Background: an optimization exercise with open tools, aiming at small area, a short achievable clock period and few clock cycles. Do not read the settings as production practice.
The RTL was checked by simulation tests, not by an equivalence proof against the original design.

==> job 1649 <==
// fp_unit_new
module fp_unit_new(
    input clk,
    input nreset,
    input input_ready,
    input [31 : 0] a,
    input [31 : 0] b,
    input [2 : 0] round_mode,
    input [1 : 0] op,  
    output [31 : 0] z,
    output reg done,
    output busy,
    output reg dz,  
    output reg of,  
    output reg uf,  
    output reg nx,  
    output reg nv  
);
Settings: LEC_CHECK=0, ABC_AREA=1, CAP_MARGIN=20, CORE_MARGIN=2, CORE_UTILIZATION=50, SETUP_SLACK_MARGIN=5, SLEW_MARGIN=20; clock period 10.0 ns.
run.sh (not shown) runs the stock make flow with config.mk's settings and CLKGATE_MAP_FILE= SYNTH_SCRIPT=/design/flow/synth_recipe.tcl, a recipe that flattens the netlist after the stock synthesis.
==> inputs of job 4118, as changes to job 1649 <==
--- a/flow/design.v
+++ b/flow/design.v
@@ -145,57 +145,51 @@
     wire [29:0] rsel = ({30{selx}} & sx) | ({30{sely}} & sy) | ({30{selz}} & sz) |
                        ({30{~selx & ~sely & ~selz}} & A);
     wire [29:0] r_adder = ({30{m_mul}} & {{4{rsel[29]}}, rsel[29:4]}) |
                           ({30{m_div4}} & {rsel[27:0], 2'b00}) |
                           ({30{m_div2}} & {rsel[28:0], 1'b0}) |
                           ({30{m_sqrt}} & {rsel[25:0], D[27:24]}) |
                           ({30{m_add}} & rsel);
-    wire mulsrc = st[I_ROUND] & (opr == 2'b00);
-    wire mshift = mulsrc & ~R[19] & ~R[18];      
-    wire mlow = mulsrc & ~R[19];                 
-    wire [25:0] W = mulsrc ? (R[19] ? {R[19:0], Q[27:22]} : {R[18:0], Q[27:21]}) : Q[25:0];
-    wire wst = mulsrc & (R[19] ? (Q[21:0] != 22'd0) : (Q[20:0] != 21'd0));
-    wire stk = ST | wst | (opr[0] & (R != 30'd0));
-    wire rg = W[1], rr = W[0], rl = W[2];
+    wire stk = ST | (opr[0] & (R != 30'd0));
+    wire rg = Q[1], rr = Q[0], rl = Q[2];
     reg rinc;
     always @(*) begin
         case (rmr)
             3'b001: rinc = 1'b0;
             3'b010: rinc = S & (rg | rr);
             3'b011: rinc = ~S & (rg | rr);
             3'b100: rinc = rg;
             default: rinc = rl ? rg : (rg & rr);
         endcase
     end
-    wire [23:0] rsum = {1'b0, W[24:2]} + {23'd0, rinc};
+    wire [23:0] rsum = {1'b0, Q[24:2]} + {23'd0, rinc};
     wire rovf = rsum[23];
     wire [22:0] rfrac = rsum[22:0];
     wire rnx = stk | rg | rr;
-    wire signed [9:0] Ew = mlow ? E - 10'sd1 : E;
-    wire e_ge255 = (Ew >= 10'sd255);
-    wire e_eq254 = (Ew == 10'sd254);
-    wire e_le0 = (Ew <= 10'sd0);
-    wire e_eq0 = (Ew == 10'sd0);
-    wire e_ltm23 = (Ew < -10'sd23);
-    wire e_eqm23 = (Ew == -10'sd23);
+    wire e_ge255 = (E >= 10'sd255);
+    wire e_eq254 = (E == 10'sd254);
+    wire e_le0 = (E <= 10'sd0);
+    wire e_eq0 = (E == 10'sd0);
+    wire e_ltm23 = (E < -10'sd23);
+    wire e_eqm23 = (E == -10'sd23);
     wire r_of = e_ge255 | (e_eq254 & rovf);
     wire r_den = e_le0 & ~(e_eq0 & rovf);
     wire r_ufz = e_ltm23 | (e_eqm23 & ~rovf);
     wire early = first && (ek != EK_NONE || (opr == 2'b10 && xfar));
     wire signed [9:0] ebase = first ? e_init : E;
     reg signed [9:0] edelta;
     always @(*) begin
         edelta = 10'sd0;
-        if (st[I_MNORM]) edelta = -10'sd1;
+        if (st[I_MNORM] & ~R[19]) edelta = -10'sd1;
         if (st[I_SQRT] & (CNT == 8'd1)) edelta = sqp ? -10'sd1 : -10'sd2;
         if (st[I_DIVN]) edelta = 10'sd1;
         if (st[I_DIV2]) edelta = -10'sd1;
         if (st[I_DIV4]) edelta = Q[24] ? -10'sd1 : -10'sd2;
         if (st[I_NORM]) edelta = (Q[25:0] == 26'd0) ? ((opr == 2'b11) ? -10'sd25 : -10'sd26) : (Q[25] ? 10'sd0 : (Q[24] ? -10'sd1 : -10'sd2));
-        if (st[I_ROUND] & ~mshift) edelta = (rovf & ~mlow) ? 10'sd1 : ((mlow & ~rovf) ? -10'sd1 : 10'sd0);
+        if (st[I_ROUND] & rovf) edelta = 10'sd1;
         if (st[I_DENORM]) edelta = 10'sd1;
     end
     wire signed [9:0] enext = ebase + edelta;
     wire signed [9:0] ebase1 = ebase + 10'sd1;
     always @(posedge clk, negedge nreset) begin
         if (!nreset) begin
             busy_r <= 1'b0;
@@ -291,20 +285,29 @@
                 E <= enext;
                 if (rfast) R <= r_adder;
                 if (st[I_MUL]) begin
                     Q <= {sx[3:0], Q[27:4]};
                     {bneg0, btwo0, bone0} <= bn0;
                     {bneg1, btwo1, bone1} <= bn1;
                     CNT <= CNT - 8'd1;
-                    if (CNT == 8'd1) begin st[I_MUL] <= 1'b0; st[I_ROUND] <= 1'b1; end
+                    if (CNT == 8'd1) begin st[I_MUL] <= 1'b0; st[I_MNORM] <= 1'b1; end
                 end
                 if (st[I_MNORM]) begin
-                    R <= {R[28:0], Q[27]};
-                    Q <= {Q[26:0], 1'b0};
-                    if (R[17]) begin st[I_MNORM] <= 1'b0; st[I_ROUND] <= 1'b1; end
+                    if (R[19]) begin
+                        Q <= {2'b0, R[19:0], Q[27:22]};
+                        ST <= ST | (Q[21:0] != 22'd0);
+                        st[I_MNORM] <= 1'b0; st[I_ROUND] <= 1'b1;
+                    end else if (R[18]) begin
+                        Q <= {2'b0, R[18:0], Q[27:21]};
+                        ST <= ST | (Q[20:0] != 21'd0);
+                        st[I_MNORM] <= 1'b0; st[I_ROUND] <= 1'b1;
+                    end else begin
+                        R <= {R[28:0], Q[27]};
+                        Q <= {Q[26:0], 1'b0};
+                    end
                 end
                 if (st[I_DIVN]) begin
                     D <= {D[26:0], 1'b0};
                     CNT <= CNT + 8'd1;
                     if (D[22]) begin st[I_DIVN] <= 1'b0; st[I_DIV2] <= 1'b1; end
                 end
                 if (st[I_DIV2]) begin
@@ -335,20 +338,15 @@
                             if (Q[21]) st[I_ROUND] <= 1'b1; else st[I_NORM] <= 1'b1;
                         end
                     end else begin
                         Q <= {Q[25:0], qd};
                     end
                 end
                 if (st[I_ALIGN]) begin
-                    if (CNT >= 8'd16) begin
-                        D <= {16'd0, D[27:16]};
-                        ST <= ST | (D[15:0] != 16'd0);
-                        CNT <= CNT - 8'd16;
-                        if (CNT == 8'd16) begin st[I_ALIGN] <= 1'b0; st[I_ADDS] <= 1'b1; end
-                    end else if (CNT >= 8'd4) begin
+                    if (CNT >= 8'd4) begin
                         D <= {4'd0, D[27:4]};
                         ST <= ST | (D[3:0] != 4'd0);
                         CNT <= CNT - 8'd4;
                         if (CNT == 8'd4) begin st[I_ALIGN] <= 1'b0; st[I_ADDS] <= 1'b1; end
                     end else begin
                         D <= {1'b0, D[27:1]};
                         ST <= ST | D[0];
@@ -387,32 +385,28 @@
                     end else begin
                         Q <= {Q[25:0], 2'b00};
                         if (Q[23]) begin st[I_NORM] <= 1'b0; st[I_ROUND] <= 1'b1; end
                     end
                 end
                 if (st[I_ROUND]) begin
                     st[I_ROUND] <= 1'b0;
-                    if (mshift) begin
-                        st[I_MNORM] <= 1'b1;
-                    end else if (r_of) begin
+                    if (r_of) begin
                         of <= 1'b1; nx <= 1'b1;
                         done <= 1'b1; busy_r <= 1'b0;
                         if (rmr == 3'b001 || (rmr == 3'b010 && !S) || (rmr == 3'b011 && S)) begin
                             E[7:0] <= 8'hFE; Q[24:2] <= 23'h7FFFFF;
                         end else begin
                             E[7:0] <= 8'hFF; Q[24:2] <= 23'd0;
                         end
                     end else if (r_den) begin
                         if (r_ufz) begin
                             uf <= 1'b1; nx <= 1'b1;
                             S <= 1'b0; E <= 10'sd0; Q[24:2] <= 23'd0;
                             done <= 1'b1; busy_r <= 1'b0;
                         end else begin
-                            Q <= {2'b0, W};
-                            ST <= ST | wst;
                             st[I_DENORM] <= 1'b1;
                         end
                     end else begin
                         Q[24:2] <= rfrac;
                         nx <= rnx;
                         done <= 1'b1; busy_r <= 1'b0;
                     end
==> flow/config.mk (replaced) <==
export PLATFORM = sky130hd
export DESIGN_NAME = fp_unit_new
export DESIGN_NICKNAME = fp_unit_new
export VERILOG_FILES = /design/flow/design.v
export SDC_FILE = /design/flow/constraint.sdc
export NUM_CORES = 4
export LEC_CHECK = 0
export ABC_AREA = 1
export CAP_MARGIN = 20
export CORE_MARGIN = 2
export CORE_UTILIZATION = 40
export SETUP_SLACK_MARGIN = 5
export SLEW_MARGIN = 20
==> inputs of job 8726, as changes to job 1649 <==
==> flow/config.mk (replaced) <==
export PLATFORM = sky130hd
export DESIGN_NAME = fp_unit_new
export DESIGN_NICKNAME = fp_unit_new
export VERILOG_FILES = /design/flow/design.v
export SDC_FILE = /design/flow/constraint.sdc
export NUM_CORES = 4
export LEC_CHECK = 0
export ABC_AREA = 1
export CAP_MARGIN = 20
export CORE_MARGIN = 2
export CORE_UTILIZATION = 40
export SETUP_SLACK_MARGIN = 5
export SLEW_MARGIN = 20
==> metrics.json <==
{
  "outcome": {"value": "no timing/DRC/antenna violations"},
  "max_slew.worst_pin.slew": {"value": 1206, "unit": "ps"},
  "wl": {"value": 170200, "unit": "um"},
  "n_multi_input_combinational_cell": {"value": 4142}
}
the above is filed under job 1649

==> metrics.json <==
{
  "max_slew.worst_pin.slew": {"value": 1305, "unit": "ps"},
  "outcome": {"value": "no timing/DRC/antenna violations"},
  "wl": {"value": 168200, "unit": "um"},
  "post_synth_most_frequent_cells": {"value": "sky130_fd_sc_hd__nand2_1, sky130_fd_sc_hd__o21ai_0, sky130_fd_sc_hd__inv_1, sky130_fd_sc_hd__a21oi_1, sky130_fd_sc_hd__nor2_1"}
}
the above is filed under job 4118

==> metrics.json <==
{
  "tritoncts_buffers": {"value": 17},
  "max_slew.worst_pin.slew": {"value": 1129, "unit": "ps"},
  "n_multi_input_combinational_cell": {"value": 4145},
  "flip_flop_count_of_the_largest_register_all_copies_and_words_added": {"value": 30},
  "dpl_worst_slack": {"value": 3192, "unit": "ps"},
  "outcome": {"value": "no timing/DRC/antenna violations"}
}
the above is filed under job 8726

Testbench counts of job 1649, summed over its fixed seeds: cycles 37,658.
Testbench counts of job 4118, summed over its fixed seeds: cycles 38,954.
Testbench counts of job 8726, summed over its fixed seeds: cycles 37,658.

## static timing again, ports no longer ideal
Ports are ideal in the flow. The routed layouts listed here were re-timed in OpenROAD.
Step 1 assumes that a clkbuf_16 drives the clock port and a buf_2 every other input.
Step 2 times the ports against the registers' clock, not the clock port: input delays grow and output delays shrink by t, the midpoint of the rising clock arrivals with the driver on.
a / b / c = no drivers / after step 1 / after step 2; a / b = the first two.
run	t, ns	slack for setup (ns)	hold slack, ns	worst setup path after step 2
job 1649	0.572	4.490 / 4.490 / 4.483	0.604 / 0.604 / 0.604	input to register
job 4118	0.561	4.880 / 4.880 / 4.468	0.587 / 0.587 / 0.587	input to register
job 8726	0.555	4.512 / 4.512 / 4.471	0.591 / 0.591 / 0.591	input to register
After both steps every run listed still meets setup and hold. For job 4118, which loses most, drivers alone change the setup slack by 0.000 ns; drivers and shift together by -0.412 ns.
